Context: an optimization exercise on an open-source flow, tuned for small area. The choices shown serve that exercise and are no tape-out recipe. Function not checked in this run: the RTL went through the layout flow alone. No activity file was given, so power comes from the tool's default toggle rates.

<file path="flow/design.v">
module tetris_main(clk, rst, Btn_Left, Btn_Right, Btn_Down, Btn_Spin, GridS, GridA, Score);
	reg [199:0] Grid_Settled;
	reg [229:0] Grid_Active;
	input clk, rst, Btn_Left, Btn_Right, Btn_Down, Btn_Spin;
	output wire [199:0] GridS;
	output wire [199:0] GridA;
	output reg [12:0] Score;
	assign GridS = Grid_Settled[199:0];
	assign GridA = Grid_Active[229:30];
	parameter START_SCREEN_SETTLED = 200'b0;
	parameter GAMEOVER_SCREEN_SETTLED = 200'b0;
	parameter ROW_MASK = 10'b11111_11111;
	parameter BEGINNING_SA = 8'd213;
	parameter PS_None = 0,
			  PS_O_1 =  1,
			  PS_I_1 =  2,
			  PS_I_2 =  3,
			  PS_S_1 =  4,
			  PS_S_2 =  5,
			  PS_Z_1 =  6,
			  PS_Z_2 =  7,
			  PS_L_1 =  8,
			  PS_L_2 =  9,
			  PS_L_3 = 10,
			  PS_L_4 = 11,
			  PS_J_1 = 12,
			  PS_J_2 = 13,
			  PS_J_3 = 14,
			  PS_J_4 = 15,
			  PS_T_1 = 16,
			  PS_T_2 = 17,
			  PS_T_3 = 18,
			  PS_T_4 = 19;
	parameter PSd_O_1 = 16'b0110_0110_0000_0000,
			  PSd_I_1 = 16'b0100_0100_0100_0100,
			  PSd_I_2 = 16'b0000_1111_0000_0000,
			  PSd_S_1 = 16'b0000_0110_1100_0000,
			  PSd_S_2 = 16'b0100_0110_0010_0000,
			  PSd_Z_1 = 16'b0000_1100_0110_0000,
			  PSd_Z_2 = 16'b0100_1100_1000_0000,
			  PSd_L_1 = 16'b0100_0100_0110_0000,
			  PSd_L_2 = 16'b0000_1110_1000_0000,
			  PSd_L_3 = 16'b0110_0010_0010_0000,
			  PSd_L_4 = 16'b0010_1110_0000_0000,
			  PSd_J_1 = 16'b0100_0100_1100_0000,
			  PSd_J_2 = 16'b1000_1110_0000_0000,
			  PSd_J_3 = 16'b0110_0100_0100_0000,
			  PSd_J_4 = 16'b0000_1110_0010_0000,
			  PSd_T_1 = 16'b0100_1110_0000_0000,
			  PSd_T_2 = 16'b0100_1100_0100_0000,
			  PSd_T_3 = 16'b0000_1110_0100_0000,
			  PSd_T_4 = 16'b0100_0110_0100_0000;
	parameter S_Start = 0, 				 
			  S_Initialize = 1,			 
			  S_GenerateNewPiece = 2,	 
			  S_Idle = 3,				 
			  S_MoveLeft = 4,			 
			  S_MoveRight = 5,			 
			  S_Spin = 6,				 
			  S_SpinCorrection = 7,		 
			  S_Wait = 8,				 
			  S_Tick = 9,				 
			  S_CleanFullRows = 10,		 
			  S_CleanEmptyRows = 11,	 
			  S_CheckLoss = 12,			 
			  S_GameOver = 13;			 
	reg [199:0] Grid_Mask;
	wire Column_Left = Grid_Active[229] | Grid_Active[219] | Grid_Active[209] | Grid_Active[199] | Grid_Active[189]
					 | Grid_Active[179] | Grid_Active[169] | Grid_Active[159] | Grid_Active[149] | Grid_Active[139]
					 | Grid_Active[129] | Grid_Active[119] | Grid_Active[109] | Grid_Active[099] | Grid_Active[089]
					 | Grid_Active[079] | Grid_Active[069] | Grid_Active[059] | Grid_Active[049] | Grid_Active[039]
					 | Grid_Active[029] | Grid_Active[019] | Grid_Active[009];
	wire Column_Left2 = Grid_Active[228] | Grid_Active[218] | Grid_Active[208] | Grid_Active[198] | Grid_Active[188]
					  | Grid_Active[178] | Grid_Active[168] | Grid_Active[158] | Grid_Active[148] | Grid_Active[138]
					  | Grid_Active[128] | Grid_Active[118] | Grid_Active[108] | Grid_Active[098] | Grid_Active[088]
					  | Grid_Active[078] | Grid_Active[068] | Grid_Active[058] | Grid_Active[048] | Grid_Active[038]
					  | Grid_Active[028] | Grid_Active[018] | Grid_Active[008];
	wire Column_Right = Grid_Active[220] | Grid_Active[210] | Grid_Active[200] | Grid_Active[190] | Grid_Active[180]
					  | Grid_Active[170] | Grid_Active[160] | Grid_Active[150] | Grid_Active[140] | Grid_Active[130]
					  | Grid_Active[120] | Grid_Active[110] | Grid_Active[100] | Grid_Active[090] | Grid_Active[080]
					  | Grid_Active[070] | Grid_Active[060] | Grid_Active[050] | Grid_Active[040] | Grid_Active[030]
					  | Grid_Active[020] | Grid_Active[010] | Grid_Active[000];
	wire Column_Right2 = Grid_Active[221] | Grid_Active[211] | Grid_Active[201] | Grid_Active[191] | Grid_Active[181]
					   | Grid_Active[171] | Grid_Active[161] | Grid_Active[151] | Grid_Active[141] | Grid_Active[131]
					   | Grid_Active[121] | Grid_Active[111] | Grid_Active[101] | Grid_Active[091] | Grid_Active[081]
					   | Grid_Active[071] | Grid_Active[061] | Grid_Active[051] | Grid_Active[041] | Grid_Active[031]
					   | Grid_Active[021] | Grid_Active[011] | Grid_Active[001];
	reg [4:0] AP_State_PS;  
	reg [15:0] AP_State_PSd;  
	reg [7:0] AP_State_SA;  
	reg [4:0] Game_State;
	reg [6:0] Game_State_Counter;
	reg [2:0] Row_Elim_Counter;
	reg [11:0] Game_Clock_Counter;
	reg [13:0] Game_Clock_Acc;
	wire Game_Tick = Game_Clock_Counter[11];
	reg [1:0] clk2_Counter;
	wire clk2_ce = (clk2_Counter == 2'd1);
	reg [2:0] Random_Counter;
	always @(posedge clk) begin
		if (rst) clk2_Counter <= 2'd0;
		else clk2_Counter <= clk2_Counter + 1'b1;
	end
	always @(posedge clk) begin
		if (rst)
			Random_Counter <= 3'b0;
		else if (!clk2_ce)
			Random_Counter <= Random_Counter;
		else if (Random_Counter == 3'b110)
			Random_Counter <= 3'b0;
		else
			Random_Counter <= Random_Counter + 1'b1;
	end
	 always @(posedge clk) begin
		if (rst) Game_Clock_Acc <= 5;
		else if (clk2_ce) Game_Clock_Acc <= 5;
	end
	always @(posedge clk) begin
		if (rst)
			AP_State_PSd <= 16'b0;
		else if (clk2_ce)
		case (AP_State_PS)
			PS_O_1: AP_State_PSd <= PSd_O_1;
			PS_I_1: AP_State_PSd <= PSd_I_1;
			PS_I_2: AP_State_PSd <= PSd_I_2;
			PS_S_1: AP_State_PSd <= PSd_S_1;
			PS_S_2: AP_State_PSd <= PSd_S_2;
			PS_Z_1: AP_State_PSd <= PSd_Z_1;
			PS_Z_2: AP_State_PSd <= PSd_Z_2;
			PS_L_1: AP_State_PSd <= PSd_L_1;
			PS_L_2: AP_State_PSd <= PSd_L_2;
			PS_L_3: AP_State_PSd <= PSd_L_3;
			PS_L_4: AP_State_PSd <= PSd_L_4;
			PS_J_1: AP_State_PSd <= PSd_J_1;
			PS_J_2: AP_State_PSd <= PSd_J_2;
			PS_J_3: AP_State_PSd <= PSd_J_3;
			PS_J_4: AP_State_PSd <= PSd_J_4;
			PS_T_1: AP_State_PSd <= PSd_T_1;
			PS_T_2: AP_State_PSd <= PSd_T_2;
			PS_T_3: AP_State_PSd <= PSd_T_3;
			PS_T_4: AP_State_PSd <= PSd_T_4;
			default: AP_State_PSd <= 16'b0;
		endcase
	end
	always @(posedge clk) begin
		if (rst)
			Grid_Active <= 230'b0;
		else if (clk2_ce)
		Grid_Active <= 230'b0 + (AP_State_PSd[15:12] << (AP_State_SA + 30))
					+ (AP_State_PSd[11:8] << (AP_State_SA + 20))
					+ (AP_State_PSd[7:4] << (AP_State_SA + 10))
					+ (AP_State_PSd[3:0] << (AP_State_SA));
	end
	always @(posedge clk) begin
		if (rst)
			Game_Clock_Counter <= 0;
		else if (!clk2_ce)
			Game_Clock_Counter <= Game_Clock_Counter;
		else if (Game_State == S_Idle)
			Game_Clock_Counter <= Game_Clock_Counter[10:0] + Game_Clock_Acc;
		else if (Game_State == S_Spin)
			Game_Clock_Counter <= 0;
	end
	always @(posedge clk) begin
		if (rst) begin
			Game_State <= S_Start;
			Game_State_Counter <= 0;
			Grid_Settled <= 200'b0;
			Score <= 13'd0;
			AP_State_PS <= PS_None;
			AP_State_SA <= 8'd0;
		end
		else if (clk2_ce)
		case (Game_State)
			S_Start: begin
				Grid_Settled <= START_SCREEN_SETTLED;
				if (Btn_Spin) begin
					Game_State_Counter <= 1'b0;
					Game_State <= S_Initialize;
				end
			end
			S_Initialize: begin
				Score <= 13'd0;
				Grid_Settled <= 200'b0;
				Game_State_Counter <= 1'b0;
				Game_State <= S_GenerateNewPiece;
			end
			S_GenerateNewPiece: begin
				if (Game_State_Counter == 0) begin
					case (Random_Counter)
						0: AP_State_PS <= PS_O_1;
						1: AP_State_PS <= PS_I_1;
						2: AP_State_PS <= PS_S_1;
						3: AP_State_PS <= PS_Z_1;
						4: AP_State_PS <= PS_L_1;
						5: AP_State_PS <= PS_J_1;
						default: AP_State_PS <= PS_T_1;
					endcase
					AP_State_SA <= BEGINNING_SA;
				end
				if (Game_State_Counter < 2)  
					Game_State_Counter <= Game_State_Counter + 1'b1;
				else begin
					Game_State_Counter <= 1'b0;
					Game_State <= S_Idle;
				end
			end
			S_Idle: begin
				if (Btn_Spin) begin
					Game_State_Counter <= 1'b0;
					Game_State <= S_Spin;
				end
				else if (Btn_Left) begin
					if ((Column_Left == 0) && (({1'b0,Grid_Settled[199:1]} & Grid_Active[229:30]) == 0))
						Game_State <= S_MoveLeft;
				end
				else if (Btn_Right) begin
					if ((Column_Right == 0) && (({Grid_Settled[198:0],1'b0} & Grid_Active[229:30]) == 0))
						Game_State <= S_MoveRight;
				end
				else if (Game_Tick || Btn_Down) begin
					Game_State_Counter <= 1'b0;
					Game_State <= S_Tick;
				end
			end
			S_MoveLeft: begin
				AP_State_SA <= AP_State_SA + 1'b1;
				Game_State_Counter <= 1;
				Game_State <= S_Wait;
			end
			S_MoveRight: begin
				AP_State_SA <= AP_State_SA - 1'b1;
				Game_State_Counter <= 1;
				Game_State <= S_Wait;
			end
			S_Spin: begin
				if (Game_State_Counter == 0) begin
					case (AP_State_PS)
						PS_O_1: AP_State_PS <= PS_O_1;
						PS_I_1: AP_State_PS <= PS_I_2;
						PS_I_2: AP_State_PS <= PS_I_1;
						PS_S_1: AP_State_PS <= PS_S_2;
						PS_S_2: AP_State_PS <= PS_S_1;
						PS_Z_1: AP_State_PS <= PS_Z_2;
						PS_Z_2: AP_State_PS <= PS_Z_1;
						PS_L_1: AP_State_PS <= PS_L_2;
						PS_L_2: AP_State_PS <= PS_L_3;
						PS_L_3: AP_State_PS <= PS_L_4;
						PS_L_4: AP_State_PS <= PS_L_1;
						PS_J_1: AP_State_PS <= PS_J_2;
						PS_J_2: AP_State_PS <= PS_J_3;
						PS_J_3: AP_State_PS <= PS_J_4;
						PS_J_4: AP_State_PS <= PS_J_1;
						PS_T_1: AP_State_PS <= PS_T_2;
						PS_T_2: AP_State_PS <= PS_T_3;
						PS_T_3: AP_State_PS <= PS_T_4;
						PS_T_4: AP_State_PS <= PS_T_1;
						default: AP_State_PS <= PS_None;
					endcase
				end
				if (Game_State_Counter < 3)
					Game_State_Counter <= Game_State_Counter + 1'b1;
				else begin
					Game_State_Counter <= 1'b0;
					Game_State <= S_SpinCorrection;
				end
			end
			S_SpinCorrection: begin
				Game_State_Counter <= Game_State_Counter + 1'b1;
				if (Game_State_Counter[0] == 0) begin
					if (Column_Left && Column_Right) begin
						if (Column_Left2 && Column_Right2)  
							AP_State_SA <= AP_State_SA + 2'd2;
						else if (Column_Left2 == 0)
							AP_State_SA <= AP_State_SA + 1'b1;
						else if (Column_Right2 == 0)
							AP_State_SA <= AP_State_SA - 1'b1;
					end
					else if ((Grid_Active[229:30] & Grid_Settled) != 0) begin
						AP_State_SA <= AP_State_SA + 4'd10;
					end
					else begin
						Game_State_Counter <= 1;
						Game_State <= S_Wait;
					end
				end				
			end
			S_Wait: begin
				if (Game_State_Counter != 0)
					Game_State_Counter <= Game_State_Counter + 1'b1;
				else Game_State <= S_Idle;
			end
			S_Tick: begin
				if (Grid_Active[39:30] > 0 || (Grid_Settled[189:0] & Grid_Active[229:40]) > 0) begin
					Grid_Settled <= Grid_Settled | Grid_Active[229:30];
					Game_State <= S_CleanFullRows;
					Game_State_Counter <= 16'b0;
				end
				else begin
					AP_State_SA <= AP_State_SA - 4'd10;
					Game_State_Counter <= 1'b1;
					Game_State <= S_Wait;
				end
			end
			S_CleanFullRows: begin
				if (Game_State_Counter == 0) begin
					Grid_Mask <= {ROW_MASK,190'b0};
					Row_Elim_Counter <= 3'b0;
				end
				else begin
					if ( Grid_Mask != 0 &&(Grid_Mask & Grid_Settled) == Grid_Mask) begin
						Grid_Settled <= Grid_Settled ^ Grid_Mask;
						Row_Elim_Counter <= Row_Elim_Counter + 1'b1;
					end
					Grid_Mask <= Grid_Mask >> 10;
				end
				if (Game_State_Counter > 21) begin
					case (Row_Elim_Counter)
						3'b000: Score <= Score;
						3'b001: Score <= Score + 13'd5;
						3'b010: Score <= Score + 13'd15;
						3'b011: Score <= Score + 13'd25;
						3'b100: Score <= Score + 13'd40;
						default: Score <= Score;
					endcase
					Game_State_Counter <= 16'b0;
					Game_State <= S_CleanEmptyRows;
				end
				else
					Game_State_Counter <= Game_State_Counter + 1'b1;
			end
			S_CleanEmptyRows: begin
				Game_State_Counter <= Game_State_Counter + 1'b1;
				case (Game_State_Counter)
					 0: if (Grid_Settled[189:180] == 0) Grid_Settled <= (Grid_Settled[199:190] << 180) + Grid_Settled[179:0];
					 1: if (Grid_Settled[179:170] == 0) Grid_Settled <= (Grid_Settled[199:180] << 170) + Grid_Settled[169:0];
					 2: if (Grid_Settled[169:160] == 0) Grid_Settled <= (Grid_Settled[199:170] << 160) + Grid_Settled[159:0];
					 3: if (Grid_Settled[159:150] == 0) Grid_Settled <= (Grid_Settled[199:160] << 150) + Grid_Settled[149:0];
					 4: if (Grid_Settled[149:140] == 0) Grid_Settled <= (Grid_Settled[199:150] << 140) + Grid_Settled[139:0];
					 5: if (Grid_Settled[139:130] == 0) Grid_Settled <= (Grid_Settled[199:140] << 130) + Grid_Settled[129:0];
					 6: if (Grid_Settled[129:120] == 0) Grid_Settled <= (Grid_Settled[199:130] << 120) + Grid_Settled[119:0];
					 7: if (Grid_Settled[119:110] == 0) Grid_Settled <= (Grid_Settled[199:120] << 110) + Grid_Settled[109:0];
					 8: if (Grid_Settled[109:100] == 0) Grid_Settled <= (Grid_Settled[199:110] << 100) + Grid_Settled[099:0];
					 9: if (Grid_Settled[099:090] == 0) Grid_Settled <= (Grid_Settled[199:100] <<  90) + Grid_Settled[089:0];
					10: if (Grid_Settled[089:080] == 0) Grid_Settled <= (Grid_Settled[199:090] <<  80) + Grid_Settled[079:0];
					11: if (Grid_Settled[079:070] == 0) Grid_Settled <= (Grid_Settled[199:080] <<  70) + Grid_Settled[069:0];
					12: if (Grid_Settled[069:060] == 0) Grid_Settled <= (Grid_Settled[199:070] <<  60) + Grid_Settled[059:0];
					13: if (Grid_Settled[059:050] == 0) Grid_Settled <= (Grid_Settled[199:060] <<  50) + Grid_Settled[049:0];
					14: if (Grid_Settled[049:040] == 0) Grid_Settled <= (Grid_Settled[199:050] <<  40) + Grid_Settled[039:0];
					15: if (Grid_Settled[039:030] == 0) Grid_Settled <= (Grid_Settled[199:040] <<  30) + Grid_Settled[029:0];
					16: if (Grid_Settled[029:020] == 0) Grid_Settled <= (Grid_Settled[199:030] <<  20) + Grid_Settled[019:0];
					17: if (Grid_Settled[019:010] == 0) Grid_Settled <= (Grid_Settled[199:020] <<  10) + Grid_Settled[009:0];
					18: if (Grid_Settled[009:000] == 0) Grid_Settled <= (Grid_Settled[199:010]);
				endcase
				if (Game_State_Counter < 18)
					Game_State_Counter <= Game_State_Counter + 1'b1;
				else begin
					Game_State_Counter <= 16'b0;
					Game_State <= S_CheckLoss;
				end
			end
			S_CheckLoss: begin
				if (Grid_Settled[199:190] > 0)
					Game_State <= S_GameOver;
				else begin
					Game_State <= S_GenerateNewPiece;
					Game_State_Counter <= 0;
				end
			end
			S_GameOver: begin
				if (Game_State_Counter != 0)
					Game_State_Counter <= Game_State_Counter + 1'b1;
				else if (Btn_Spin)
					Game_State <= S_Initialize;
			end
			default: Game_State <= S_Start;
		endcase
	end
endmodule
`timescale 1ns / 1ps
module tetris_vga2(
	clk, rst,
	GridA, GridB,
	HSync, VSync,
	R, G, B
    );
	input clk;  
	input rst;  
	input [199:0] GridA;  
	input [199:0] GridB;  
	output reg HSync;
	output reg VSync;
	output wire [2:0] R;
	output wire [2:0] G;
	output wire [1:0] B;
	reg [7:0] RGB;
	assign R = RGB[7:5];
	assign G = RGB[4:2];
	assign B = RGB[1:0];
	parameter COLOR_BACKGROUND = 8'b000_000_00,
			  COLOR_BORDER     = 8'b111_111_11,
			  COLOR_GRIDA      = 8'b000_111_11,
			  COLOR_GRIDB      = 8'b011_001_11,
			  COLOR_BOTH       = 8'b111_000_00;
	parameter HPULSE_END  = 96 ,
			  LMARGIN_END = 336,
			  LBORDER_END = 352,
			  RGAME_END   = 512,
			  RBORDER_END = 528;
	parameter VPULSE_END  = 2,
			  TMARGIN_END = 76,
			  TBORDER_END = 92,
			  BGAME_END   = 412,
			  BBORDER_END = 428;
	reg [9:0] HorizontalCounter;
	reg [9:0] VerticalCounter;
	wire [5:0] ShiftedHorizontalCounter = HorizontalCounter[9:4];
	parameter SHIFTED_HGAME_START = 22;  
	reg [199:0] GridA_Buff;
	reg [199:0] GridB_Buff;
	wire [9:0] a = GridA_Buff[199:190];
	wire [9:0] b = GridB_Buff[199:190];
	reg [1:0] clock_divider;
	wire pxl_ce = (clock_divider == 2'd1);
	wire hsync_fall = pxl_ce && (HorizontalCounter < 96) && HSync;
	always @(posedge clk) begin
		if (rst) clock_divider <= 2'd0;
		else clock_divider <= clock_divider + 1'b1;
	end
	always @(posedge clk) begin
		if (rst)
			HorizontalCounter <= 0;
		else if (!pxl_ce)
			HorizontalCounter <= HorizontalCounter;
		else if (HorizontalCounter < 799)
			HorizontalCounter <= HorizontalCounter + 1'b1;
		else
			HorizontalCounter <= 0;
	end
	always @(posedge clk) begin
		if (rst)
			HSync <= 1'b1;
		else if (!pxl_ce)
			HSync <= HSync;
		else if (HorizontalCounter < 96)
			HSync <= 1'b0;
		else
			HSync <= 1'b1;
	end
	always @(posedge clk) begin
		if (rst)
			VerticalCounter <= 0;
		else if (!hsync_fall)
			VerticalCounter <= VerticalCounter;
		else if (VerticalCounter < 524)
			VerticalCounter <= VerticalCounter + 1'b1;
		else
			VerticalCounter <= 0;
	end
	always @(posedge clk) begin
		if (rst)
			VSync <= 1'b0;
		else if (!pxl_ce)
			VSync <= VSync;
		else if (VerticalCounter < 2)
			VSync <= 1'b0;
		else
			VSync <= 1'b1;
	end
	always @(posedge clk) begin
		if (rst)
			RGB <= COLOR_BACKGROUND;
		else if (!pxl_ce)
			RGB <= RGB;
		else if (VerticalCounter < TMARGIN_END)
			RGB <= COLOR_BACKGROUND;
		else if (VerticalCounter < TBORDER_END) begin
			if (HorizontalCounter >= LMARGIN_END && HorizontalCounter < RBORDER_END)
				RGB <= COLOR_BORDER;
			else
				RGB <= COLOR_BACKGROUND;
		end
		else if (VerticalCounter < BGAME_END) begin
			if (HorizontalCounter < LMARGIN_END)
				RGB <= COLOR_BACKGROUND;
			else if (HorizontalCounter < LBORDER_END)
				RGB <= COLOR_BORDER;
			else if (HorizontalCounter < RGAME_END) begin
				case (ShiftedHorizontalCounter)
					SHIFTED_HGAME_START:     RGB <= (a[9] & b[9]) ? COLOR_BOTH : (a[9]) ? COLOR_GRIDA : (b[9]) ? COLOR_GRIDB : COLOR_BACKGROUND;
					SHIFTED_HGAME_START + 1: RGB <= (a[8] & b[8]) ? COLOR_BOTH : (a[8]) ? COLOR_GRIDA : (b[8]) ? COLOR_GRIDB : COLOR_BACKGROUND;
					SHIFTED_HGAME_START + 2: RGB <= (a[7] & b[7]) ? COLOR_BOTH : (a[7]) ? COLOR_GRIDA : (b[7]) ? COLOR_GRIDB : COLOR_BACKGROUND;
					SHIFTED_HGAME_START + 3: RGB <= (a[6] & b[6]) ? COLOR_BOTH : (a[6]) ? COLOR_GRIDA : (b[6]) ? COLOR_GRIDB : COLOR_BACKGROUND;
					SHIFTED_HGAME_START + 4: RGB <= (a[5] & b[5]) ? COLOR_BOTH : (a[5]) ? COLOR_GRIDA : (b[5]) ? COLOR_GRIDB : COLOR_BACKGROUND;
					SHIFTED_HGAME_START + 5: RGB <= (a[4] & b[4]) ? COLOR_BOTH : (a[4]) ? COLOR_GRIDA : (b[4]) ? COLOR_GRIDB : COLOR_BACKGROUND;
					SHIFTED_HGAME_START + 6: RGB <= (a[3] & b[3]) ? COLOR_BOTH : (a[3]) ? COLOR_GRIDA : (b[3]) ? COLOR_GRIDB : COLOR_BACKGROUND;
					SHIFTED_HGAME_START + 7: RGB <= (a[2] & b[2]) ? COLOR_BOTH : (a[2]) ? COLOR_GRIDA : (b[2]) ? COLOR_GRIDB : COLOR_BACKGROUND;
					SHIFTED_HGAME_START + 8: RGB <= (a[1] & b[1]) ? COLOR_BOTH : (a[1]) ? COLOR_GRIDA : (b[1]) ? COLOR_GRIDB : COLOR_BACKGROUND;
					SHIFTED_HGAME_START + 9: RGB <= (a[0] & b[0]) ? COLOR_BOTH : (a[0]) ? COLOR_GRIDA : (b[0]) ? COLOR_GRIDB : COLOR_BACKGROUND;
					default:		         RGB <= COLOR_BACKGROUND;
				endcase
			end
			else if (HorizontalCounter < RBORDER_END)
				RGB <= COLOR_BORDER;
			else
				RGB <= COLOR_BACKGROUND;
		end
		else if (VerticalCounter < BBORDER_END) begin
			if (HorizontalCounter >= LMARGIN_END && HorizontalCounter < RBORDER_END)
				RGB <= COLOR_BORDER;
			else
				RGB <= COLOR_BACKGROUND;
		end
		else
			RGB <= COLOR_BACKGROUND;
	end
	always @(posedge clk) begin
		if (!hsync_fall) begin
			GridA_Buff <= GridA_Buff;
			GridB_Buff <= GridB_Buff;
		end
		else if (VerticalCounter == 0) begin
			GridA_Buff <= GridA;
			GridB_Buff <= GridB;
		end
		else if (VerticalCounter > TBORDER_END 
				&& VerticalCounter[3:0] == TBORDER_END % 16) begin  
			GridA_Buff <= GridA_Buff << 10;
			GridB_Buff <= GridB_Buff << 10;
		end
	end
endmodule
`timescale 1ns / 1ps
module tetris_seg(clk, rst, num, seg, an);
	input clk, rst;
	input [12:0] num;
	output reg [7:0] seg;
	output reg [3:0] an;
	reg [12:0] divider;
	wire scan_ce = (divider == 13'h0FFF);
	reg [15:0] bcd;
	reg [3:0] dec_bcd;
	always @(posedge clk)
		if (rst) divider <= 13'd0;
		else divider <= divider + 1'b1;
	always @(posedge clk) begin
		if (rst) bcd <= 16'd0;
		else if (scan_ce) begin
		bcd[3:0] <= num % 10;
		bcd[7:4] <= (num / 10) % 10;
		bcd[11:8] <= (num / 100) % 10;
		bcd[15:12] <= (num / 1000) % 10;
		end
	end
	always @(posedge clk) begin
		if (rst) begin
			an <= 4'b1111;
			dec_bcd <= 4'd0;
		end
		else if (scan_ce)
		case (an)
			4'b1110: begin
				an <= 4'b1101;
				dec_bcd <= bcd[7:4];
			end
			4'b1101: begin
				an <= 4'b1011;
				dec_bcd <= bcd[11:8];
			end
			4'b1011: begin
				an <= 4'b0111;
				dec_bcd <= bcd[15:12];
			end
			default: begin
				an <= 4'b1110;
				dec_bcd <= bcd[3:0];
			end
		endcase
	end
	always @(dec_bcd) begin
		case (dec_bcd)
			4'h0 : seg = {1'b1,7'b1000000};
			4'h1 : seg = {1'b1,7'b1111001};
			4'h2 : seg = {1'b1,7'b0100100};
			4'h3 : seg = {1'b1,7'b0110000};
			4'h4 : seg = {1'b1,7'b0011001};
			4'h5 : seg = {1'b1,7'b0010010};
			4'h6 : seg = {1'b1,7'b0000010};
			4'h7 : seg = {1'b1,7'b1111000};
			4'h8 : seg = {1'b1,7'b0000000};
			4'h9 : seg = {1'b1,7'b0010000};
			default : seg = {1'b1,7'b1111111};
		endcase
	end
endmodule
`timescale 1ns / 1ps
module Tetris_top(
	clk,
	rst,
	btnL,
	btnR,
	btnD,
	btnS,
	HSync,
	VSync,
	R,
	G,
	B,
	Seg,
	An
    );
	input clk, rst, btnL, btnR, btnD, btnS;
	output HSync, VSync;
	output [2:0] R;
	output [2:0] G;
	output [1:0] B;
	output [7:0] Seg;
	output [3:0] An;
	wire [199:0] gridA;
	wire [199:0] gridB;
	wire [12:0] score;
	tetris_main M_TET(clk, rst, btnL, btnR, btnD, btnS, gridA, gridB, score);
	tetris_vga2 M_VGA(clk, rst, gridA, gridB, HSync, VSync, R, G, B);
	tetris_seg  M_SEG(clk, rst, score, Seg, An);
endmodule
</file>
<file path="flow/run.sh">
#!/bin/bash
# synth_recipe.tcl (not shown) runs the flow's synth.tcl, then flattens the netlist and writes it again
# the make line also repeats each setting of config.mk as NAME=value (left out here)
make -C /OpenROAD-flow-scripts/flow DESIGN_CONFIG=/design/flow/config.mk WORK_HOME=/design/flow/orfs CLKGATE_MAP_FILE= SYNTH_SCRIPT=/design/flow/synth_recipe.tcl finish
</file>
<file path="flow/config.mk">
export PLATFORM = sky130hd
export DESIGN_NAME = Tetris_top
export DESIGN_NICKNAME = Tetris_top
export VERILOG_FILES = /design/flow/design.v
export SDC_FILE = /design/flow/constraint.sdc
export NUM_CORES = 8
export LEC_CHECK = 0
export CAP_MARGIN = 20
export CORE_MARGIN = 2
export CORE_UTILIZATION = 40
export PLACE_DENSITY = 0.6
export SLEW_MARGIN = 20
</file>
<file path="flow/constraint.sdc">
create_clock -name core_clock -period 12.0 [get_ports {clk}]
set_input_delay 2.4000 -clock core_clock [delete_from_list [all_inputs] [get_ports {clk}]]
set_output_delay 2.4000 -clock core_clock [all_outputs]
set_load 0.01 [all_outputs]
</file>
==> metrics.md <==
| Metric | Value |
|---|---|
| Worst hold path stage count | 1 |
| Core area | ~210,000 sq um |
| Starting Density | 40.3% |
| Crit end category | flop |
| Seq/Total Area, Yosys | about 28% |
| Placed cells | 12,900 |
| Final nets | 11,200 |
| Unrepaired setup endpoints after global routing | false |
| DR pass1 iterations | 6 |
| Final hold vios | 0 |
| Worst Hold End | M_VGA.clock_divider[0] |
| Worst Tran Pin Value | 1.35 ns |
| Largest net degree at the start of global routing | 191 |
| Grt ovf | 0 |
| Routed len/inst | 41.1 um |
| Clock sinks | 977 |
| Max clock buf depth | 3 |
| # Post-CTS Setup Buffers | 0 |
| YS warnings | 3 |
| I/O pin count | 28 |
| Routed vias/inst | 6.85 |
| DIE AREA | 215,000 sq um |
| Critical Path Max Stage Delay | 0.79 ns |
| Port buffer count | 26 |
| Initial DRC Count | 14,300 |
| DR vias | 90,700 |
| Yosys cell types | 114 |
| Num CTS Buffers | 112 |
| Worst vdd ir | ~130 uV |
| Post-synthesis cell count | 10,200 |
| Async SR Flop Fraction | 0% |
| Final RePlAce weighted congestion | between 1 and 1.5 |
| Post-synth EDFFs | 423 |
| Worst skew pair latency | 0.82 ns |
| FMAX | about 0.090 GHz |
| Leak | 38.7 nW |
| Worst slew margin | 10.1% |
| Status | no timing/DRC/antenna violations |
| Flop2flop setup slack | 0.87 ns |
| Crit share post-route | 92.8% |
| Primary FF master, synth | dfxtp_1 |
| Post-route ant nets | 0 |
| Hold path start | M_VGA.clock_divider[0] |
| Worst clock skew | between 0.06 and 0.07 ns |
| HP Class | reg -> reg |
| Required time of the critical path | 12.75 ns |
| PwrDens | 90.7 nW/um^2 |
| Reg-to-reg critical path startpoint | M_TET.AP_State_SA[1] |
| Vias in the first global route | just over 80,000 |
| Synth Register Bits | a little under 1,000 |
| Setup Crit Path Kind | reg -> reg |
| Pins over their slew limit | 0 |
| Pre-CTS WS | 1.17 ns |
| CP max stage cell | a2111oi_0 |
| First-pass GRT wire length | 726 mm |
| Final setup viols | 0 |
| CTS tree | built |
| H-tree depth | 3 |
| Final Critical Period | 11.13 ns |
| WP data arrival | 11.88 ns |
| Hold-fix buffers, CTS | 0 |
| Mapped cell area | roughly 85,000 sq um |
| Total power | roughly 8.6 mW |
| Die width | 464 um |
| Number of max-cap violations | 0 |
| Mean Syn Cell Area | 8.31 sq um |
| Critical Path Fanout Max | 33 |
| Layout cells sized above 1 | 10.1% |
| Final setup TNS | 0 ns |
| Total wire length | between 500 and 600 mm |
| Area grow syn2layout | 11.7% |
| Fin worst setup slack | just under 0.9 ns |
| Post-DP HPWL | 413 mm |
| Drc violations | 0 |
| Most frequent CP cell | buf_4 |
| Final cell count without fillers | between 10,000 and 15,000 |
| Clk Tree Root Cell | clkbuf_16 |
| Die Y | 464 um |
| Post_cts resized | 0 |
| Initial antenna violation count | 106 |
| GRT Total Usage | approximately half |
| Reg clk slew, reported paths | 0.06 ns |
| Hold slack | 0.418 ns |
| Placed cell areas | 90,200 sq um |
| Layout Utilization | 45.0% |
| Design area | 94,500 sq um |
| R2r endpoint | M_TET.Grid_Active[192] |
| Rows | 168 |
| R2R depth | 39 |
| CP startpoint kind | flop |
[logic make-up after synthesis]
| group | after synthesis | synth area share, % |
|---|---|---|
| and+or+nand+nor | 3523 | 18.7 |
| AOI/OAI and AO/OA | 2625 | 20.3 |
| buffers and inverters | 1401 | 6.46 |
| adders and majority gates | 978 | 18.5 |
| DFF | 977 | 28.1 |
| muxes | 377 | 4.75 |
| xor gates and xnor gates | 306 | 3.17 |
| other | 2 | 0.00887 |
[where the power goes]
part	switching (mW)	internal, mW
sequential	0.0720	3.65
combinational	0.781	0.277
clock	1.64	2.16
total	2.49	6.08
[sequential cells by signal (all words and copies together), names as in the netlist, 7 cells and up, named ones only]
register	flops
M_TET.AP_State_SA	8
M_VGA.GridB_Buff	200
M_TET.Grid_Settled	200
M_TET.AP_State_PSd	11
M_TET.Game_State_Counter	7
M_SEG.divider	13
M_VGA.HorizontalCounter	10
M_VGA.VerticalCounter	10
M_TET.Game_Clock_Counter	12
M_TET.Grid_Mask	20
Seg	7
M_TET.Score	13
M_SEG.bcd	16
M_VGA.GridA_Buff	200
M_TET.Grid_Active	212
[cell usage after synthesis (29+ instances only)]
library cell,count,share of area (%)
nand2_1,1141,5.1
nand4_1,170,1.3
buf_1,41,0.18
a31oi_1,49,0.36
inv_1,801,3.6
nor2b_1,107,0.79
and2_1,50,0.37
o31ai_1,36,0.32
nor3_1,115,0.68
o211ai_1,29,0.26
nor2_1,1184,5.2
clkbuf_1,504,2.2
a21o_1,181,1.6
nand2b_1,63,0.47
dfxtp_1,554,13
o21ai_0,632,3.7
mux2_2,200,2.7
or3_1,48,0.35
nor4_1,169,1.2
a221oi_1,87,0.90
fa_1,455,11
ha_1,515,7.6
a22oi_1,286,2.5
a22o_1,70,0.72
a21oi_1,462,2.7
nand3_1,297,1.8
edfxtp_1,423,15
mux2i_1,177,2.1
o21a_1,29,0.26
and3_1,77,0.57
o22ai_1,254,1.9
o21bai_1,47,0.42
xnor2_1,225,2.3
xor2_1,81,0.84
a211oi_1,216,1.9
[layer usage]
layer  wire length (um)  global-route usage (%)  vias to the layer above
met5                507                   0.401                        -
met4              57700                    42.2                       53
met3              67800                    17.8                     2299
met2             220000                    68.8                     7278
met1             199000                    59.0                    44500
li1                   -                       -                    36500
[final cells by class]
cell class	instances	area, sq um
flip-flops and latches	977	23800
clock inverters	68	883
repair buffers	533	4190
clock buffers	145	3090
diodes	86	215
multi-input cells	7818	55800
inverters	811	3050
fillers	20700	115000
well taps	2805	3510
[layout by cell type (no fill, tap or decap), types with 113 or more instances in the layout]
cell          n
a211oi_1    215
a21o_1      181
a21oi_1     461
a22oi_1     284
buf_4       495
clkbuf_16   113
dfxtp_1     552
edfxtp_1    423
fa_1        455
ha_1        514
inv_1       800
mux2_2      200
mux2i_1     177
nand2_1    1139
nand3_1     296
nand4_1     170
nor2_1     1154
nor4_1      158
o21ai_0     631
o22ai_1     252
xnor2_1     225
[critical path: cells and delay by family (launching register included)]
family / cells / cell delay, ns
flip-flops: 1 / 0.61
AO/OA/AOI/OAI: 23 / 5.95
buffers and inverters: 7 / 1.46
adder cells (fa/ha/maj): 4 / 1.80
XOR/XNOR: 1 / 0.46
AND/OR/NAND/NOR: 4 / 0.73
[worst max path at each step]
stage	startpoint	cells past startpoint	slack, ns	end
after floorplan	M_VGA.HorizontalCounter[6]	6	2.02	M_VGA.GridA_Buff[0]
after global placement	M_TET.AP_State_SA[1]	39	1.18	M_TET.Grid_Active[192]
after detailed placement	M_TET.AP_State_SA[1]	37	1.17	M_TET.Grid_Active[227]
after CTS	M_TET.AP_State_SA[1]	37	1.14	M_TET.Grid_Active[227]
after global routing	M_TET.AP_State_SA[1]	39	0.29	M_TET.Grid_Active[192]
final	M_TET.AP_State_SA[1]	39	0.87	M_TET.Grid_Active[192]

## afterwards: timing with drivers on the ports
The results above use ideal ports. As a check the final layout listed here was re-extracted and re-timed, cells and wires unchanged.
Step 1, drivers: a clkbuf_16 drives clk and a buf_2 each remaining input, both assumed.
Step 2 adds t to the input delays and takes it off the output delays; t is the mean of the earliest and latest rising clock arrival at the registers after step 1. Input paths then give back, and output paths get back, about the clock's delay inside the block.
Slacks: ideal / step 1 / step 2; pairs: ideal / step 1.
t, ns: 0.887
setup WS [ns]: 0.869 / 0.869 / 0.869
clock arrival spread, ns: 0.067 / 0.067
worst slew at a driven data input, ns: 0.05
cell pins on the clock port's net: 1
After both steps setup and hold are still met in this run. For this run, drivers alone change the setup slack by 0.000 ns; drivers and shift together by 0.000 ns.
